This design comes from an exercise in tuning for small area, a short achievable clock period and few clock cycles per item on the open sky130 flow, not from production work. Only simulation tests tie the RTL to the original design; equivalence was not proved.

### design.v
`timescale 1ns / 1ps
module svm_axi_wrapper #(
    parameter WIDTH     = 16,
    parameter N_FEATURES = 4,
    parameter N_SV      = 31,
    parameter C_S_AXIS_TDATA_WIDTH = 32,
    parameter C_M_AXIS_TDATA_WIDTH = 32
)(
    input  wire axi_clk,
    input  wire axi_reset_n,
    input  wire [C_S_AXIS_TDATA_WIDTH-1:0] s_axis_tdata,
    input  wire                            s_axis_tvalid,
    output wire                            s_axis_tready,
    input  wire                            s_axis_tlast,
    output wire [C_M_AXIS_TDATA_WIDTH-1:0] m_axis_tdata,
    output reg                             m_axis_tvalid,
    input  wire                            m_axis_tready,
    output reg                             m_axis_tlast
);
    wire rst = ~axi_reset_n;
    reg        in_hdr;       
    reg  [1:0] wp;           
    reg  [4:0] svi;          
    reg        tl_acc;       
    reg        s_rdy;
    assign s_axis_tready = s_rdy;
    wire hs = s_axis_tvalid & s_rdy;
    wire at_last  = ~in_hdr & (wp == 2'd2) & (svi == 5'd30);
    wire pre_last = ~in_hdr & (wp == 2'd1) & (svi == 5'd30);
    reg signed [15:0] x0, x1, x2, x3;
    reg signed [15:0] rho0, rho1, rho2;
    reg [31:0] W;            
    reg        wv;           
    reg        wsec;         
    reg [31:0] A1, A2;
    reg [4:0]  T1, T2;       
    reg        tl1, tl2;     
    reg        zgo, c1, c2, c3, m0, m1, vt;
    wire [15:0] xsel_lo = (wp == 2'd0) ? x0 : x2;
    wire [15:0] xsel_hi = (wp == 2'd0) ? x1 : x3;
    wire [15:0] d_lo = xsel_lo - s_axis_tdata[15:0];
    wire [15:0] d_hi = xsel_hi - s_axis_tdata[31:16];
    wire [1:0] grp = (svi < 5'd7) ? 2'd0 : (svi < 5'd20) ? 2'd1 : 2'd2;
    reg  [1:0] cls;
    wire       mv_next;
    always @(posedge axi_clk) begin
        if (rst) begin
            in_hdr <= 1'b1;
            wp     <= 2'd0;
            svi    <= 5'd0;
            tl_acc <= 1'b0;
            wv     <= 1'b0;
            zgo    <= 1'b0;
        end else begin
            wv  <= 1'b0;
            zgo <= 1'b0;
            if (hs) begin
                if (in_hdr) begin
                    wp <= wp + 2'd1;
                    if (wp == 2'd3) begin
                        in_hdr <= 1'b0;
                        wp     <= 2'd0;
                        svi    <= 5'd0;
                    end
                    tl_acc <= tl_acc | s_axis_tlast;
                end else begin
                    if (wp == 2'd2) begin
                        wp  <= 2'd0;
                        zgo <= 1'b1;
                        if (svi == 5'd30) begin
                            in_hdr <= 1'b1;
                            tl_acc <= 1'b0;
                        end else begin
                            svi    <= svi + 5'd1;
                            tl_acc <= tl_acc | s_axis_tlast;
                        end
                    end else begin
                        wp     <= wp + 2'd1;
                        wv     <= 1'b1;
                        tl_acc <= tl_acc | s_axis_tlast;
                    end
                end
            end
        end
    end
    always @(posedge axi_clk) begin
        if (hs) begin
            if (in_hdr) begin
                case (wp)
                    2'd0: begin x0 <= s_axis_tdata[15:0]; x1 <= s_axis_tdata[31:16]; end
                    2'd1: begin x2 <= s_axis_tdata[15:0]; x3 <= s_axis_tdata[31:16]; end
                    2'd2: begin rho0 <= s_axis_tdata[15:0]; rho1 <= s_axis_tdata[31:16]; end
                    default: rho2 <= s_axis_tdata[15:0];
                endcase
            end else if (wp == 2'd2) begin
                A1  <= s_axis_tdata;
                T1  <= {svi == 5'd30, svi == 5'd7, svi == 5'd0, grp};
                tl1 <= tl_acc | s_axis_tlast;
            end else begin
                W    <= {d_hi, d_lo};
                wsec <= wp[0];
            end
        end
    end
    wire last_next = hs ? pre_last : at_last;
    always @(posedge axi_clk) begin
        if (rst) s_rdy <= 1'b1;
        else     s_rdy <= ~(last_next & mv_next);
    end
    reg [31:0] Q;
    wire signed [15:0] ql = W[15:0];
    wire signed [15:0] qh = W[31:16];
    wire [31:0] sql = ql * ql;
    wire [31:0] sqh = qh * qh;
    always @(posedge axi_clk) begin
        if (wv) Q <= (wsec ? Q : 32'd0) + sql + sqh;
    end
    wire        zsat = ~Q[31] & (Q[30:14] > 17'd4352);
    wire [15:0] zn   = -Q[29:14];                     
    wire        zlo  = zsat | ($signed(zn) <= -16'sd4608);
    wire        zhi  = ~zsat & ($signed(zn) > 16'sd4560);
    wire signed [17:0] zz0 = {zn[14:0], 3'b000};
    wire s0 = ~zz0[17];
    wire signed [17:0] zz1 = s0 ? zz0 - 18'sd18000 : zz0 + 18'sd18000;
    wire s1 = ~zz1[17];
    wire signed [17:0] zz2 = s1 ? zz1 - 18'sd8369 : zz1 + 18'sd8369;
    wire s2 = ~zz2[17];
    wire signed [17:0] zz3 = s2 ? zz2 - 18'sd4118 : zz2 + 18'sd4118;
    wire s3 = ~zz3[17];
    wire signed [17:0] zz4 = s3 ? zz3 - 18'sd2051 : zz3 + 18'sd2051;
    wire s4 = ~zz4[17];
    wire signed [17:0] zz5 = s4 ? zz4 - 18'sd2051 : zz4 + 18'sd2051;
    wire signed [17:0] zu  = zz5 + 18'sd2047;
    wire        u_neg = zu[17];
    wire        u_big = ~zu[17] & (zu[16:12] != 5'd0);
    wire [7:0]  stop  = u_neg ? 8'h00 : u_big ? 8'hff : zu[11:4];
    wire [3:0]  u4    = zu[3:0];
    reg  [2:0]  stail;
    always @(*) begin
        if (u_neg)        stail = 3'b000;
        else if (u_big)   stail = 3'b111;
        else if (u4 < 4'd3)  stail = 3'b001;
        else if (u4 < 4'd7)  stail = 3'b010;
        else if (u4 < 4'd11) stail = 3'b101;
        else if (u4 < 4'd15) stail = 3'b110;
        else                 stail = 3'b111;
    end
    reg [15:0] Zs;           
    reg        Zlo, Zhi;
    always @(posedge axi_clk) begin
        if (zgo) begin
            Zs  <= {s0, s1, s2, s3, s4, stop, stail};
            Zlo <= zlo;
            Zhi <= zhi;
        end
    end
    reg [14:0]        rx;
    reg signed [15:0] ry;
    always @(*) begin
        case (Zs[15:11])
            5'd0: begin rx = 15'd26410; ry = -16'sd20702; end
            5'd1: begin rx = 15'd24018; ry = -16'sd17552; end
            5'd2: begin rx = 15'd24018; ry = -16'sd17551; end
            5'd3: begin rx = 15'd22002; ry = -16'sd14675; end
            5'd4: begin rx = 15'd21990; ry = -16'sd14653; end
            5'd5: begin rx = 15'd20322; ry = -16'sd12009; end
            5'd6: begin rx = 15'd20322; ry = -16'sd12009; end
            5'd7: begin rx = 15'd18974; ry = -16'sd9553; end
            5'd8: begin rx = 15'd18890; ry = -16'sd9377; end
            5'd9: begin rx = 15'd17860; ry = -16'sd7081; end
            5'd10: begin rx = 15'd17860; ry = -16'sd7081; end
            5'd11: begin rx = 15'd17110; ry = -16'sd4897; end
            5'd12: begin rx = 15'd17106; ry = -16'sd4880; end
            5'd13: begin rx = 15'd16626; ry = -16'sd2772; end
            5'd14: begin rx = 15'd16627; ry = -16'sd2772; end
            5'd15: begin rx = 15'd16409; ry = -16'sd708; end
            5'd16: begin rx = 15'd16412; ry = 16'sd708; end
            5'd17: begin rx = 15'd16628; ry = 16'sd2772; end
            5'd18: begin rx = 15'd16627; ry = 16'sd2772; end
            5'd19: begin rx = 15'd17105; ry = 16'sd4880; end
            5'd20: begin rx = 15'd17111; ry = 16'sd4897; end
            5'd21: begin rx = 15'd17859; ry = 16'sd7081; end
            5'd22: begin rx = 15'd17859; ry = 16'sd7081; end
            5'd23: begin rx = 15'd18887; ry = 16'sd9377; end
            5'd24: begin rx = 15'd18977; ry = 16'sd9553; end
            5'd25: begin rx = 15'd20323; ry = 16'sd12009; end
            5'd26: begin rx = 15'd20323; ry = 16'sd12009; end
            5'd27: begin rx = 15'd21989; ry = 16'sd14653; end
            5'd28: begin rx = 15'd22003; ry = 16'sd14676; end
            5'd29: begin rx = 15'd24017; ry = 16'sd17552; end
            5'd30: begin rx = 15'd24017; ry = 16'sd17551; end
            default: begin rx = 15'd26407; ry = 16'sd20701; end
        endcase
    end
    reg [14:0]        XX;
    reg signed [15:0] YY;
    wire [14:0]        xi0 = c1 ? rx : XX;
    wire signed [15:0] yi0 = c1 ? ry : YY;
    function [30:0] citer;
        input [14:0]        xi;
        input signed [15:0] yi;
        input               sg;
        input [3:0]         sh;
        reg   [14:0]        xs;
        reg   signed [15:0] ys;
        begin
            xs = xi >> sh;
            ys = yi >>> sh;
            if (sg) citer = {xi + ys[14:0], yi + {1'b0, xs}};
            else    citer = {xi - ys[14:0], yi - {1'b0, xs}};
        end
    endfunction
    wire [3:0] sh0 = c1 ? 4'd5 : c2 ? 4'd9  : 4'd13;
    wire [3:0] sh1 = c1 ? 4'd6 : c2 ? 4'd10 : 4'd13;
    wire [3:0] sh2 = c1 ? 4'd7 : c2 ? 4'd11 : 4'd14;
    wire [3:0] sh3 = c1 ? 4'd8 : 4'd12;
    wire g0 = c1 ? Zs[10] : c2 ? Zs[6] : Zs[2];
    wire g1 = c1 ? Zs[9]  : c2 ? Zs[5] : Zs[1];
    wire g2 = c1 ? Zs[8]  : c2 ? Zs[4] : Zs[0];
    wire g3 = c1 ? Zs[7]  : Zs[3];
    wire [30:0] it0 = citer(xi0, yi0, g0, sh0);
    wire [30:0] it1 = citer(it0[30:16], it0[15:0], g1, sh1);
    wire [30:0] it2 = citer(it1[30:16], it1[15:0], g2, sh2);
    wire [30:0] it3 = citer(it2[30:16], it2[15:0], g3, sh3);
    wire signed [16:0] esum = $signed({2'b00, it2[30:16]}) + $signed(it2[15:0]);
    wire signed [32:0] eprod = esum * $signed(17'sd27135);
    wire [13:0] eval = eprod[30:17];
    reg [13:0] K;
    always @(posedge axi_clk) begin
        if (c1 | c2) begin
            XX <= it3[30:16];
            YY <= it3[15:0];
        end
        if (c3) K <= Zlo ? 14'd0 : Zhi ? 14'h30ee : eval;
    end
    always @(posedge axi_clk) begin
        if (rst) begin
            c1 <= 1'b0; c2 <= 1'b0; c3 <= 1'b0;
            m0 <= 1'b0; m1 <= 1'b0; vt <= 1'b0;
        end else begin
            c1 <= zgo;
            c2 <= c1;
            c3 <= c2;
            m0 <= c3;
            m1 <= m0;
            vt <= m1 & T2[4];
        end
    end
    always @(posedge axi_clk) begin
        if (c2) begin
            A2  <= A1;
            T2  <= T1;
            tl2 <= tl1;
        end
    end
    reg [31:0] acc01, acc02, acc12;
    wire signed [15:0] ma   = m0 ? A2[15:0] : A2[31:16];
    wire signed [30:0] prod = ma * $signed({1'b0, K});
    wire sel01 = m0 & (T2[1:0] != 2'd2);
    wire sel12 = m1 & (T2[1:0] != 2'd0);
    wire sel02 = ~sel01 & ~sel12;
    wire init  = T2[2] | (m1 & T2[3]);
    wire signed [15:0] rsel = sel01 ? rho0 : sel02 ? rho1 : rho2;
    wire [31:0] accsel = sel01 ? acc01 : sel02 ? acc02 : acc12;
    wire [19:0] rneg = -{{4{rsel[15]}}, rsel};
    wire [31:0] opa = init ? {rneg, 12'd0} : accsel;
    wire [31:0] asum = opa + {{1{prod[30]}}, prod};
    always @(posedge axi_clk) begin
        if (m0 | m1) begin
            if (sel01) acc01 <= asum;
            if (sel02) acc02 <= asum;
            if (sel12) acc12 <= asum;
        end
    end
    wire p01 = ~acc01[31] & (|acc01[30:0]);
    wire p02 = ~acc02[31] & (|acc02[30:0]);
    wire p12 = ~acc12[31] & (|acc12[30:0]);
    wire [1:0] v0 = {1'b0, p01} + {1'b0, p02};
    wire [1:0] v1 = {1'b0, ~p01} + {1'b0, p12};
    wire [1:0] v2 = {1'b0, ~p02} + {1'b0, ~p12};
    wire [1:0] vcls = (v0 >= v1 && v0 >= v2) ? 2'd0 :
                      (v1 >= v0 && v1 >= v2) ? 2'd1 : 2'd2;
    assign mv_next = vt | (m_axis_tvalid & ~m_axis_tready);
    always @(posedge axi_clk) begin
        if (rst) begin
            m_axis_tvalid <= 1'b0;
        end else begin
            m_axis_tvalid <= mv_next;
        end
        if (vt) begin
            cls          <= vcls;
            m_axis_tlast <= tl2;
        end
    end
    assign m_axis_tdata = {30'd0, cls};
endmodule
### run.sh
#!/bin/bash
# synth_recipe.tcl (not shown) runs the flow's synth.tcl, then flattens the netlist and writes it again
# the make line also repeats each setting of config.mk as NAME=value (left out here)
make -C /OpenROAD-flow-scripts/flow DESIGN_CONFIG=/design/flow/config.mk WORK_HOME=/design/flow/orfs CLKGATE_MAP_FILE= SYNTH_SCRIPT=/design/flow/synth_recipe.tcl finish
### config.mk
export PLATFORM = sky130hd
export DESIGN_NAME = svm_axi_wrapper
export DESIGN_NICKNAME = svm_axi_wrapper
export VERILOG_FILES = /design/flow/design.v
export SDC_FILE = /design/flow/constraint.sdc
export NUM_CORES = 4
export LEC_CHECK = 0
export CAP_MARGIN = 20
export CORE_MARGIN = 2
export CORE_UTILIZATION = 40
export SLEW_MARGIN = 20
### constraint.sdc
create_clock -name core_clock -period 12.0 [get_ports {axi_clk}]
set_input_delay 2.4000 -clock core_clock [delete_from_list [all_inputs] [get_ports {axi_clk}]]
set_output_delay 2.4000 -clock core_clock [all_outputs]
set_load 0.01 [all_outputs]
==> results.cfg <==
[outcome]
status = complete, but fails checks
so_faults = setup timing

[detailed_routing]
vias = 50370
drt_wl_total_mm = 176.7
drtIter0Drc = 2920
dr.pass1.iters = 5
vias_per_cell = 5.015
ant_nets = 0
wl_per_cell_um = 17.59
drc = 0

[global_route]
grt_pass1_vias = 53610
grt_max_degree = 53
antenna_found_initial = 8
grt_use_total = 0.2131
gr-total-overflow = 0
met2_usage = 0.3634
grt-busiest-layer = met2
met1_usage = 0.2877
use_met3 = 0.02238
grt_pass1_wl_mm = 284.8

[sta]
fin_tns_setup_ns = -95.48
rsz0062_at_grt = true
fin_skew_ns = 0.02599
period_needed_ns = 16.49
hold_viol_final = 0
setup_slack_ns = -4.493
slew-limit-headroom = 0.2506
finalCritPeriodShare = 1.374
setup_violations = 68
tightest_slew_ns = 1.123
timing.hold.ws_ns = 0.4115
max_freq_ghz = 0.06063
finalMaxSlewViolations = 0

[worst_setup_path]
cpLargestDelayFamily = compound AO/OA/AOI/OAI gates
crit_buf_inv = 10
crit_arrival_ns = 16.85
startpoint = c2$_SDFF_PN0_
critical_path.endpoint_type = register
worst_path_max_delay_cell = fa_1
worstSetupStartpointType = register
r2r-start = c2$_SDFF_PN0_
worst-path-stages = 85
critical_path_peak_fanout = 7
r2r_cells = 85
critPathCapture = K[13]$_SDFFCE_PP0P_
path_common_cell = a21oi_2
critical_path.max_stage_delay_ns = 0.57
worst_r2r_endpoint = K[13]$_SDFFCE_PP0P_
path_class = reg -> reg
worstPathRequired_ns = 12.36
worst-r2r-setup-slack_ns = -4.49

[logic_synthesis]
synth_edf_count = 415
yosys.area_share.simple = 0.1024
async_flop_share = 0
yosysMostFrequentCell = inv_1
postSynthAreaPerCell_sq_um = 9.849
netlist_instances = 6640
synthMuxAreaShare = 0.02468
yosysTopAreaCellShare = 0.2868
netlist_top_cells_count = inv_1 (1362), fa_1 (937), ha_1 (608), nand2_1 (417), edfxtp_1 (415)
ys_seq_area_frac = 0.2056
synth_top_family_by_area = adder cells
synth_top_area_cell = fa_1
synth-xor-area-share = 0.06130
synth_fa_ha_area_frac = 0.4036
synth_compound_area_frac = 0.1095
synth_seq_cells = 464
synth_area_leaders = fa_1 (29%), edfxtp_1 (19%), ha_1 (12%)
synthFlopType = edfxtp_1
yosysUniqueCellTypes = 122
ys_warn_count = 1
syn_area_sq_um = 65400

[layout]
final_nets = 9406
area_growth_pct = 25.38
n_fill_cell = 14870
drive_gt1_frac = 0.2480

[cts]
root_buffer = clkbuf_16
cts_htree_levels = 2
tritoncts = yes
clock_sinks = 464
cts_buffers = 52
clock_path_buffers = 3
clk_latency_ns = 0.67
path_clk_slew_ns = 0.07

[floorplanning]
initial_core_util = 0.4022
num_rows = 148
die_h_um = 408.3
boundaryPins = 72
core_area_sq_um = 162600
die_area_sq_um = 166700
fp.dieW_um = 408.3

[place]
gp_congestion = 0.8955
detailed_place_hpwl_mm = 141.4
io_buffers = 41

[worst_hold_path]
hold_depth = 0
hold_path_class = reg -> reg

[job]
maxCapViolations = 0
[state kept, by name, indices dropped and copies added (netlist names), 14 cells and up]
signal	count
acc01	32
rho1	16
acc12	32
YY	16
A1	32
Q	32
W	32
Zs	16
x2	16
acc02	32
x0	16
rx	14
x1	16
ry	16
x3	16
rho2	16
A2	32
rho0	16
XX	15
K	14
[layout by cell type (no fill, tap or decap), types with 29 or more instances in the layout]
cell / n
o21a_1: 33
nand2b_1: 44
nor3_1: 57
clkbuf_16: 54
fa_1: 928
o21bai_1: 96
edfxtp_1: 415
and2_1: 249
a21oi_1: 255
dfxtp_1: 46
a211oi_1: 33
conb_1: 30
nor2b_1: 49
buf_4: 1202
o21ai_1: 39
xnor2_2: 29
nand3_1: 30
nor2_1: 299
buf_6: 56
a21o_1: 87
nand2_1: 398
inv_1: 1344
a21oi_2: 111
mux2_2: 68
mux2i_1: 75
xor2_1: 96
o21ai_0: 128
xnor2_1: 304
clkdlybuf4s50_1: 41
o21ai_2: 34
ha_1: 576
[metal layers]
metal / share of wire / wire length, um
met5: 0.000096 / 17
met1: 0.44 / 77620
met2: 0.49 / 85710
met4: 0.029 / 5067
met3: 0.047 / 8296
[how the worst min path moves through the flow]
stage	endpoint	start	slack [ns]
after CTS	T2[2]$_DFFE_PP_	T1[2]$_DFFE_PP_	0.40
after global routing	T2[2]$_DFFE_PP_	T1[2]$_DFFE_PP_	0.41
after global placement	A2[15]$_DFFE_PP_	A1[15]$_DFFE_PP_	0.40
final	T2[2]$_DFFE_PP_	T1[2]$_DFFE_PP_	0.41
after floorplan	A2[0]$_DFFE_PP_	A1[0]$_DFFE_PP_	0.40
after detailed placement	A2[15]$_DFFE_PP_	A1[15]$_DFFE_PP_	0.40
[per-stage QoR]
stage	instances	area [sq um]	utilization	setup slack, ns
floorplan	6669	66440	-	-4.913
global placement	9670	75950	0.4671	-4.783
detailed placement	9670	75950	0.4671	-4.968
CTS	9978	80320	0.4940	-4.333
global route	10040	81990	0.5043	-5.434
finish	10040	81990	0.5043	-4.493
[repair_timing]
| action | in CTS | in global routing |
|---|---|---|
| setup endpoints to repair | 71 | 78 |
| resized for setup | 217 | 242 |
| buffers inserted | 216 | 74 |
| pin swaps | 223 | 200 |
| gates cloned | 0 | 0 |
| hold buffers | 0 | 0 |
[layout make-up]
| cell class | instances | area [sq um] | share of cell area |
|---|---|---|---|
| clock inverters | 35 | 445.4 | 0.005433 |
| repair buffers | 1310 | 10260 | 0.1252 |
| flip-flops and latches | 464 | 13450 | 0.1641 |
| clock buffers | 62 | 1391 | 0.01697 |
| diodes | 2 | 5.005 | 0.00006104 |
| multi-input cells | 4630 | 48560 | 0.5922 |
| inverters | 1366 | 5155 | 0.06287 |
| well taps | 2175 | 2721 | 0.03319 |
[cell families (layout without fill, tap and decap cells)]
kind of cell,Yosys count,in the layout
other cells,1,32
compound gates,1081,1081
xor+xnor,448,448
mux,151,151
fa+ha+maj,1548,1548
flops,464,464
buf+inv,1575,2773
simple gates,1372,1372
Testbench counts, summed over its fixed seeds: cycles 24,896, samples 256.

## re-timing with driven ports
The results above use ideal ports. As a check the final layout listed here was re-extracted and re-timed, cells and wires unchanged.
Step 1, drivers: a clkbuf_16 drives axi_clk and a buf_2 each remaining input, both assumed.
Step 2 adds t to the input delays and takes it off the output delays; t is the mean of the earliest and latest rising clock arrival at the registers after step 1. Input paths then give back, and output paths get back, about the clock's delay inside the block.
a / b / c = ideal ports / drivers / drivers and shift; a / b = the first two.
t (ns): 0.730
setup WS [ns]: -4.493 / -4.493 / -4.493
slew at the worst register clock pin (ns): 0.07 / 0.07
For this run, drivers alone change the setup slack by 0.000 ns; drivers and shift together by 0.000 ns.
